Source: an optimization exercise on an open RTL-to-GDS flow (aim: small area). Production flows keep margins and buffers that such runs may drop.
Where RTL was checked, it was by simulation tests only, not by an equivalence proof against the original.
Power figures rest on the tool's default switching activity, not on a simulated workload.

== the previous run ==
==> module FourBitCPU, before the edit <==
module FourBitCPU(rst, clk, opcode, address, myinput, myoutput, HLT, s_flag, z_flag, c_flag);
input rst, clk;
input [3:0] opcode;
input [3:0] address;
input [7:0] myinput;
output reg [7:0] myoutput;
output reg HLT, s_flag, z_flag, c_flag;
reg [7:0] memE [0:7];
reg [7:0] memO [0:7];
reg [7:0] stk  [0:7];
reg [3:0] stackPoint;
reg [4:0] progCount;
wire pcDone = (progCount[2:0] == 3'b000);
wire run = !pcDone && !HLT;
wire [7:0] oSel = 8'd1 << address[3:1];
wire [7:0] eSel = address[0] ? {oSel[6:0], oSel[7]} : oSel;
wire [2:0] eIdx = address[3:1] + address[0];
wire [7:0] eVal = memE[eIdx];
wire [7:0] oVal = memO[address[3:1]];
wire       isXchg = (opcode == 4'd2);
wire [7:0] memA  = (address[0] ^ isXchg) ? oVal : eVal;
wire [7:0] mem0  = memE[0];
wire [7:0] spSel  = 8'd1 << stackPoint[2:0];
wire [7:0] stkTop = stk[stackPoint[2:0]];
wire       isSub = (opcode == 4'd1);
wire [7:0] addB  = myinput ^ {8{isSub}};
reg [8:0] cy;
reg [7:0] sum;
integer k;
always @*
begin
  cy[0] = isSub;
  for (k=0; k<8; k=k+1)
  begin
    sum[k] = memA[k] ^ addB[k] ^ cy[k];
    cy[k+1] = (memA[k] & addB[k]) | (cy[k] & (memA[k] ^ addB[k]));
  end
end
wire borrow = !cy[8];
reg [3:0] lut;    
always @*
  case (opcode)
    4'd3:  lut = 4'b1100;    
    4'd5:  lut = 4'b1010;    
    4'd7:  lut = 4'b1000;    
    4'd9:  lut = 4'b1110;    
    4'd10: lut = 4'b0110;    
    4'd14: lut = 4'b0011;    
    default: lut = 4'b1100;  
  endcase
reg [7:0] lres;
integer j;
always @*
  for (j=0; j<8; j=j+1)
    lres[j] = (opcode == 4'd3) ? mem0[j] : lut[{memA[j], myinput[j]}];
wire [7:0] wres = (opcode == 4'd12) ? stkTop : lres;
reg [7:0] res;
always @*
  case (opcode)
    4'd0:  res = sum;
    4'd4:  res = memA >> 1;
    4'd13: res = memA << 1;
    default: res = wres;
  endcase
wire resZero = (lres == 8'd0);
wire memZero = resZero;
wire isPush = (opcode == 4'd11);
wire isPop  = (opcode == 4'd12);
wire wrA    = (opcode == 4'd3) || (opcode == 4'd5) || (opcode == 4'd7) || (opcode == 4'd9) ||
              (opcode == 4'd10) || (opcode == 4'd12) || (opcode == 4'd14);
wire weE = run && (isXchg || (wrA && !address[0]));
wire weO = run && (isXchg || (wrA && address[0]));
wire [7:0] dE = isXchg ? oVal : wres;
wire [7:0] dO = isXchg ? eVal : wres;
wire [7:0] dE0 = dE & {8{!rst}};
wire [7:0] dE1 = dE | {8{rst}};
wire [7:0] dO0 = dO & {8{!rst}};
wire [7:0] dO1 = dO | {8{rst}};
wire stkWe = run && (isPush || isPop);
wire stkK  = rst || isPop;
wire [7:0] dS0 = memA & {8{!stkK}};
wire [7:0] dS1 = memA | {8{stkK}};
wire       dS3a = rst ? 1'b0 : isPop ? !stackPoint[3] : memA[3];
wire       dS3b = rst ? 1'b1 : isPop ? !stackPoint[3] : memA[3];
genvar g;
generate
  for (g=0; g<8; g=g+1)
  begin : bank
    wire enE = rst || (weE && eSel[g]);
    wire enO = rst || (weO && oSel[g]);
    wire [7:0] nE = {dE0[7:4], g[2] ? dE1[3] : dE0[3], g[1] ? dE1[2] : dE0[2],
                     g[0] ? dE1[1] : dE0[1], dE0[0]};
    wire [7:0] nO = {dO0[7:4], g[2] ? dO1[3] : dO0[3], g[1] ? dO1[2] : dO0[2],
                     g[0] ? dO1[1] : dO0[1], dO1[0]};
    wire enS = rst || (stkWe && (isPush ? spSel[(g+1)%8] : spSel[g]));
    wire [7:0] nS = {dS0[7:4], (g >= 6) ? dS3b : dS3a, g[2] ? dS1[2] : dS0[2],
                     g[1] ? dS1[1] : dS0[1], g[0] ? dS1[0] : dS0[0]};
    always @(posedge clk)
    begin
      if (enE) memE[g] <= nE;
      if (enO) memO[g] <= nO;
      if (enS) stk[g] <= nS;
    end
  end
endgenerate
always @(posedge clk)
begin
if (rst)
begin
  c_flag <= 0;
  z_flag <= 0;
  s_flag <= 0;
  myoutput <= 0;
  HLT <= 0;
  progCount <= 5'b00001;
  stackPoint <= 4'b1110;
end
else if (run)
begin
  progCount <= {progCount[3:0], progCount[4] ^ progCount[2]};
  if (opcode != 4'd15) myoutput <= res;
  case (opcode)
  4'd0: begin c_flag <= cy[8]; s_flag <= 1'b0; if (memZero) z_flag <= 1'b1; end
  4'd1: begin c_flag <= borrow; s_flag <= borrow; z_flag <= memZero; end
  4'd3, 4'd7: if (resZero) z_flag <= 1'b1;
  4'd5, 4'd6: z_flag <= resZero;
  4'd8: begin c_flag <= 1'b0; s_flag <= 1'b0; z_flag <= 1'b0; end
  4'd9, 4'd10: begin c_flag <= 1'b0; s_flag <= 1'b0; z_flag <= resZero; end
  4'd11: stackPoint <= stackPoint - 1'b1;
  4'd12: stackPoint <= stackPoint + 1'b1;
  4'd13: z_flag <= memZero;
  4'd15: HLT <= 1'b1;
  default: ;
  endcase
end
end
endmodule
export LEC_CHECK = 0
export CAP_MARGIN = 20
export CORE_MARGIN = 2
export CORE_UTILIZATION = 60
export GPL_TIMING_DRIVEN = 0
export SLEW_MARGIN = 20
create_clock -name core_clock -period 8.0 [get_ports {clk}]
standard.sh (not shown) runs the stock make flow with config.mk's settings and CLKGATE_MAP_FILE= SYNTH_SCRIPT=/design/flow/synth_recipe.tcl, a recipe that flattens the netlist after the stock synthesis.
==> flow/flow/run.sh <==
#!/bin/bash
# Own flow: the standard layout (standard.sh), with the synthesis script
# swapped for flow/synth.tcl (same as synth_recipe.tcl but a different ABC
# mapping script). Every tool's output goes to a log file in this folder.
set -euo pipefail
HERE=$(pwd)
export FLOW_ABC_SCRIPT=$HERE/flow/abc_map.script
# check that synth_recipe.tcl is the script we modified
diff <(grep -v '^proc synth' synth_recipe.tcl) <(grep -v '^#\|^proc\|^  \|^}' flow/synth.tcl) > synth_diff.log 2>&1 || true
sed "s#SYNTH_SCRIPT=[^ ]*#SYNTH_SCRIPT=$HERE/flow/synth.tcl#" standard.sh > my_standard.sh
if [[ -f flow/cts_args ]]; then export CTS_ARGS="$(cat flow/cts_args)"; fi
if [[ -f flow/buffer_ports_args ]]; then export BUFFER_PORTS_ARGS="$(cat flow/buffer_ports_args)"; fi
bash my_standard.sh > flow_run.log 2>&1
==> flow/flow/abc_map.script <==
strash
dch -f
amap
mfs -a
strash
dch -f
amap
topo
==> flow/flow/buffer_ports_args <==
-buffer_cell sky130_fd_sc_hd__buf_1
==> flow/flow/cts_args <==
-sink_clustering_enable -repair_clock_nets -dont_use_dummy_load -buf_list {sky130_fd_sc_hd__clkbuf_8} -sink_clustering_size 16 -sink_clustering_max_diameter 80
==> flow/flow/synth.tcl <==
# The standard flow's synthesis script (synth_recipe.tcl) with one change: the combinational
# logic is mapped by ABC with flow/abc_map.script (area-oriented amap and mfs) instead of
# ORFS's abc_speed/abc_area script. Registers are untouched by ABC.
proc synth {args} { yosys synth -nofsm -noshare {*}$args }
proc abc {args} {
  set i [lsearch -exact $args -script]
  if {$i >= 0} { lset args [expr {$i + 1}] $::env(FLOW_ABC_SCRIPT) }
  yosys abc {*}$args
}
source $::env(SCRIPTS_DIR)/synth.tcl
# left out here: clear keep_hierarchy, flatten, clean up, hide names made inside functions, write 1_2_yosys.v
Relative to the previous run, the following input files were edited for the current run:
==> flow/design.v, changed modules only <==
module FourBitCPU(rst, clk, opcode, address, myinput, myoutput, HLT, s_flag, z_flag, c_flag);
input rst, clk;
input [3:0] opcode;
input [3:0] address;
input [7:0] myinput;
output reg [7:0] myoutput;
output reg HLT, s_flag, z_flag, c_flag;
reg [7:0] memE [0:7];
reg [7:0] memO [0:7];
reg [7:0] stk  [0:7];
reg [3:0] stackPoint;
reg [4:0] progCount;
wire run = !progCount[4] && !HLT;
wire [7:0] oSel = 8'd1 << address[3:1];
wire [7:0] eSel = address[0] ? {oSel[6:0], oSel[7]} : oSel;
wire [2:0] eIdx = address[3:1] + address[0];
wire [7:0] eVal = memE[eIdx];
wire [7:0] oVal = memO[address[3:1]];
wire [7:0] memA  = address[0] ? oVal : eVal;
wire [7:0] memA1 = address[0] ? eVal : oVal;
wire [7:0] mem0  = memE[0];
wire [7:0] spSel  = 8'd1 << stackPoint[2:0];
wire [7:0] stkTop = stk[stackPoint[2:0]];
wire       isSub = (opcode == 4'd1);
wire [7:0] addB  = myinput ^ {8{isSub}};
reg [8:0] cy;
reg [7:0] sum;
integer k;
always @*
begin
  cy[0] = isSub;
  for (k=0; k<8; k=k+1)
  begin
    sum[k] = memA[k] ^ addB[k] ^ cy[k];
    cy[k+1] = (memA[k] & addB[k]) | (cy[k] & (memA[k] ^ addB[k]));
  end
end
wire borrow = !cy[8];
reg [7:0] lres;
always @*
  case (opcode)
    4'd3:  lres = mem0;
    4'd5:  lres = myinput;
    4'd7:  lres = memA & myinput;
    4'd9:  lres = memA | myinput;
    4'd10: lres = memA ^ myinput;
    default: lres = memA;
  endcase
reg [7:0] res;
always @*
  case (opcode)
    4'd0:  res = sum;
    4'd2:  res = memA1;
    4'd4:  res = memA >> 1;
    4'd12: res = stkTop;
    4'd13: res = memA << 1;
    4'd14: res = ~memA;
    default: res = lres;
  endcase
wire resZero = (lres == 8'd0);
wire memZero = (memA == 8'd0);
wire isXchg = (opcode == 4'd2);
wire isPush = (opcode == 4'd11);
wire isPop  = (opcode == 4'd12);
wire wrA    = (opcode == 4'd3) || (opcode == 4'd5) || (opcode == 4'd7) || (opcode == 4'd9) ||
              (opcode == 4'd10) || (opcode == 4'd12) || (opcode == 4'd14);
wire weE = run && (isXchg || (wrA && !address[0]));
wire weO = run && (isXchg || (wrA && address[0]));
wire [7:0] dE = isXchg ? oVal : res;
wire [7:0] dO = isXchg ? eVal : res;
wire [7:0] dE0 = dE & {8{!rst}};
wire [7:0] dE1 = dE | {8{rst}};
wire [7:0] dO0 = dO & {8{!rst}};
wire [7:0] dO1 = dO | {8{rst}};
wire stkWe = run && (isPush || isPop);
wire stkK  = rst || isPop;
wire [7:0] dS0 = memA & {8{!stkK}};
wire [7:0] dS1 = memA | {8{stkK}};
wire       dS3a = rst ? 1'b0 : isPop ? !stackPoint[3] : memA[3];
wire       dS3b = rst ? 1'b1 : isPop ? !stackPoint[3] : memA[3];
genvar g;
generate
  for (g=0; g<8; g=g+1)
  begin : bank
    wire enE = rst || (weE && eSel[g]);
    wire enO = rst || (weO && oSel[g]);
    wire [7:0] nE = {dE0[7:4], g[2] ? dE1[3] : dE0[3], g[1] ? dE1[2] : dE0[2],
                     g[0] ? dE1[1] : dE0[1], dE0[0]};
    wire [7:0] nO = {dO0[7:4], g[2] ? dO1[3] : dO0[3], g[1] ? dO1[2] : dO0[2],
                     g[0] ? dO1[1] : dO0[1], dO1[0]};
    wire enS = rst || (stkWe && (isPush ? spSel[(g+1)%8] : spSel[g]));
    wire [7:0] nS = {dS0[7:4], (g >= 6) ? dS3b : dS3a, g[2] ? dS1[2] : dS0[2],
                     g[1] ? dS1[1] : dS0[1], g[0] ? dS1[0] : dS0[0]};
    always @(posedge clk)
    begin
      if (enE) memE[g] <= nE;
      if (enO) memO[g] <= nO;
      if (enS) stk[g] <= nS;
    end
  end
endgenerate
always @(posedge clk)
begin
if (rst)
begin
  c_flag <= 0;
  z_flag <= 0;
  s_flag <= 0;
  myoutput <= 0;
  HLT <= 0;
  progCount <= 0;
  stackPoint <= 4'b1110;
end
else if (run)
begin
  progCount <= progCount + 1'b1;
  if (opcode != 4'd15) myoutput <= res;
  case (opcode)
  4'd0: begin c_flag <= cy[8]; s_flag <= 1'b0; if (memZero) z_flag <= 1'b1; end
  4'd1: begin c_flag <= borrow; s_flag <= borrow; z_flag <= memZero; end
  4'd3, 4'd7: if (resZero) z_flag <= 1'b1;
  4'd5, 4'd6: z_flag <= resZero;
  4'd8: begin c_flag <= 1'b0; s_flag <= 1'b0; z_flag <= 1'b0; end
  4'd9, 4'd10: begin c_flag <= 1'b0; s_flag <= 1'b0; z_flag <= resZero; end
  4'd11: stackPoint <= stackPoint - 1'b1;
  4'd12: stackPoint <= stackPoint + 1'b1;
  4'd13: z_flag <= memZero;
  4'd15: HLT <= 1'b1;
  default: ;
  endcase
end
end
endmodule
## What came out
The final reports for the current run and the previous run show sum of net half-perimeters after detailed placement higher in the former.
Final worst slack: the current run lower than the previous run
Delta(period utilization, the current run - the previous run) > 0
Compared to the previous run, the current run was floorplanned on a bigger die.
Via count for the current run: 6.9% up relative to the previous run

========
trial 82:
FourBitCPU, a different RTL version from the one above (not shown whole).
Size: roughly 690 cells after synthesis, roughly 210 flip-flops, ~0.0091 mm2 of cells after synthesis.
==> module FourBitCPU, before the edit <==
module FourBitCPU(rst, clk, opcode, address, myinput, myoutput, HLT, s_flag, z_flag, c_flag);
input rst, clk;
input [3:0] opcode;
input [3:0] address;
input [7:0] myinput;
output reg [7:0] myoutput;
output reg HLT, s_flag, z_flag, c_flag;
reg [7:0] memE [0:7];
reg [7:0] memO [0:7];
reg [7:0] stk  [0:7];
reg [3:0] stackPoint;
reg [4:0] progCount;
wire pcDone = (progCount[2:0] == 3'b000);
wire run = !pcDone && !HLT;
wire [7:0] oSel = 8'd1 << address[3:1];
wire [7:0] eSel = address[0] ? {oSel[6:0], oSel[7]} : oSel;
wire [2:0] eIdx = address[3:1] + address[0];
wire [7:0] eVal = memE[eIdx];
wire [7:0] oVal = memO[address[3:1]];
wire       isXchg = (opcode == 4'd2);
wire [7:0] memA  = (address[0] ^ isXchg) ? oVal : eVal;
wire [7:0] mem0  = memE[0];
wire [7:0] spSel  = 8'd1 << stackPoint[2:0];
wire [7:0] stkTop = stk[stackPoint[2:0]];
wire       isSub = (opcode == 4'd1);
wire [7:0] addB  = myinput ^ {8{isSub}};
reg [8:0] cy;
reg [7:0] sum;
integer k;
always @*
begin
  cy[0] = isSub;
  for (k=0; k<8; k=k+1)
  begin
    sum[k] = memA[k] ^ addB[k] ^ cy[k];
    cy[k+1] = (memA[k] & addB[k]) | (cy[k] & (memA[k] ^ addB[k]));
  end
end
wire borrow = !cy[8];
reg [3:0] lut;    
always @*
  case (opcode)
    4'd3:  lut = 4'b1100;    
    4'd5:  lut = 4'b1010;    
    4'd7:  lut = 4'b1000;    
    4'd9:  lut = 4'b1110;    
    4'd10: lut = 4'b0110;    
    4'd14: lut = 4'b0011;    
    default: lut = 4'b1100;  
  endcase
reg [7:0] lres;
integer j;
always @*
  for (j=0; j<8; j=j+1)
    lres[j] = (opcode == 4'd3) ? mem0[j] : lut[{memA[j], myinput[j]}];
reg [7:0] res;
always @*
  case (opcode)
    4'd0:  res = sum;
    4'd4:  res = memA >> 1;
    4'd12: res = stkTop;
    4'd13: res = memA << 1;
    default: res = lres;
  endcase
wire resZero = (lres == 8'd0);
wire memZero = resZero;
wire isPush = (opcode == 4'd11);
wire isPop  = (opcode == 4'd12);
wire wrA    = (opcode == 4'd3) || (opcode == 4'd5) || (opcode == 4'd7) || (opcode == 4'd9) ||
              (opcode == 4'd10) || (opcode == 4'd12) || (opcode == 4'd14);
wire weE = run && (isXchg || (wrA && !address[0]));
wire weO = run && (isXchg || (wrA && address[0]));
wire [7:0] dE = isXchg ? oVal : res;
wire [7:0] dO = isXchg ? eVal : res;
wire [7:0] dE0 = dE & {8{!rst}};
wire [7:0] dE1 = dE | {8{rst}};
wire [7:0] dO0 = dO & {8{!rst}};
wire [7:0] dO1 = dO | {8{rst}};
wire stkWe = run && (isPush || isPop);
wire stkK  = rst || isPop;
wire [7:0] dS0 = memA & {8{!stkK}};
wire [7:0] dS1 = memA | {8{stkK}};
wire       dS3a = rst ? 1'b0 : isPop ? !stackPoint[3] : memA[3];
wire       dS3b = rst ? 1'b1 : isPop ? !stackPoint[3] : memA[3];
genvar g;
generate
  for (g=0; g<8; g=g+1)
  begin : bank
    wire enE = rst || (weE && eSel[g]);
    wire enO = rst || (weO && oSel[g]);
    wire [7:0] nE = {dE0[7:4], g[2] ? dE1[3] : dE0[3], g[1] ? dE1[2] : dE0[2],
                     g[0] ? dE1[1] : dE0[1], dE0[0]};
    wire [7:0] nO = {dO0[7:4], g[2] ? dO1[3] : dO0[3], g[1] ? dO1[2] : dO0[2],
                     g[0] ? dO1[1] : dO0[1], dO1[0]};
    wire enS = rst || (stkWe && (isPush ? spSel[(g+1)%8] : spSel[g]));
    wire [7:0] nS = {dS0[7:4], (g >= 6) ? dS3b : dS3a, g[2] ? dS1[2] : dS0[2],
                     g[1] ? dS1[1] : dS0[1], g[0] ? dS1[0] : dS0[0]};
    always @(posedge clk)
    begin
      if (enE) memE[g] <= nE;
      if (enO) memO[g] <= nO;
      if (enS) stk[g] <= nS;
    end
  end
endgenerate
always @(posedge clk)
begin
if (rst)
begin
  c_flag <= 0;
  z_flag <= 0;
  s_flag <= 0;
  myoutput <= 0;
  HLT <= 0;
  progCount <= 5'b00001;
  stackPoint <= 4'b1110;
end
else if (run)
begin
  progCount <= {progCount[3:0], progCount[4] ^ progCount[2]};
  if (opcode != 4'd15) myoutput <= res;
  case (opcode)
  4'd0: begin c_flag <= cy[8]; s_flag <= 1'b0; if (memZero) z_flag <= 1'b1; end
  4'd1: begin c_flag <= borrow; s_flag <= borrow; z_flag <= memZero; end
  4'd3, 4'd7: if (resZero) z_flag <= 1'b1;
  4'd5, 4'd6: z_flag <= resZero;
  4'd8: begin c_flag <= 1'b0; s_flag <= 1'b0; z_flag <= 1'b0; end
  4'd9, 4'd10: begin c_flag <= 1'b0; s_flag <= 1'b0; z_flag <= resZero; end
  4'd11: stackPoint <= stackPoint - 1'b1;
  4'd12: stackPoint <= stackPoint + 1'b1;
  4'd13: z_flag <= memZero;
  4'd15: HLT <= 1'b1;
  default: ;
  endcase
end
end
endmodule
export LEC_CHECK = 0
export CAP_MARGIN = 20
export CORE_MARGIN = 2
export CORE_UTILIZATION = 60
export GPL_TIMING_DRIVEN = 0
export SLEW_MARGIN = 20
create_clock -name core_clock -period 8.0 [get_ports {clk}]
Scripts as last shown in full above: flow/flow/run.sh, flow/flow/abc_map.script, flow/flow/buffer_ports_args, flow/flow/cts_args, flow/flow/synth.tcl
The following lists how trial 2 was set up differently from trial 82:
diff --git a/flow/design.v b/flow/design.v
--- a/flow/design.v
+++ b/flow/design.v
@@ -19,6 +19,6 @@
 wire [7:0] eVal = memE[eIdx];
 wire [7:0] oVal = memO[address[3:1]];
-wire       isXchg = (opcode == 4'd2);
-wire [7:0] memA  = (address[0] ^ isXchg) ? oVal : eVal;
+wire [7:0] memA  = address[0] ? oVal : eVal;
+wire [7:0] memA1 = address[0] ? eVal : oVal;
 wire [7:0] mem0  = memE[0];
 wire [7:0] spSel  = 8'd1 << stackPoint[2:0];
@@ -59,4 +59,5 @@
   case (opcode)
     4'd0:  res = sum;
+    4'd2:  res = memA1;
     4'd4:  res = memA >> 1;
     4'd12: res = stkTop;
@@ -65,5 +66,6 @@
   endcase
 wire resZero = (lres == 8'd0);
-wire memZero = resZero;
+wire memZero = (memA == 8'd0);
+wire isXchg = (opcode == 4'd2);
 wire isPush = (opcode == 4'd11);
 wire isPop  = (opcode == 4'd12);
Mean post-synth cell area (higher): trial 82. Critical path buffer and inverter count (trial 2 over trial 82): increase, 2. Changes observed in trial 2 relative to trial 82: wire length on met2 down about 3.3%; net switching fraction of the power shows an increase of 0.50 points; cell count of the worst reg-to-reg path rose 10%; net load switching power grew by about 2.2%. Compared with trial 82, trial 2 shows total number of cells along the worst setup path higher by 7. Global-route total usage across every layer delta for trial 2 relative to trial 82: 0.52 points lower. Going from trial 82 to trial 2, the height of the chip was found to have gone up by about 0.6%. Standby leakage power went up slightly going from trial 82 to trial 2. Re register bit total from synthesis: no difference whatsoever between trial 2 and trial 82.
Only the layout flow was run in trial 82; the RTL was not checked for function there.

[separate check: timing with driven ports]
The flow's constraints put no driver on any port. The routed layouts listed below were extracted and timed again, unchanged, in two steps.
Step 1, drivers: a clkbuf_16 drives clk and a buf_2 each remaining input, both assumed.
Step 2 moves the port delays by t, midway between the first and last clock arrival at a register: inputs arrive t later, outputs are due t later. That takes back most of the time a late clock gives input paths.
Three values: ideal, step 1, step 2; two values: the first two.
run	t (ns)	slack for setup (ns)	worst setup path after step 2
the previous run	0.524	0.519 / 0.532 / 0.007	input to register
the current run	0.528	0.280 / 0.252 / -0.276	input to register
trial 82	0.520	0.179 / 0.198 / -0.322	input to register
trial 2	0.534	0.228 / 0.231 / -0.303	input to register
Met with ideal ports but missed after step 2: setup timing in the current run, trial 82 and trial 2. For the current run, which loses most, drivers alone change the setup slack by -0.028 ns; drivers and shift together by -0.556 ns.
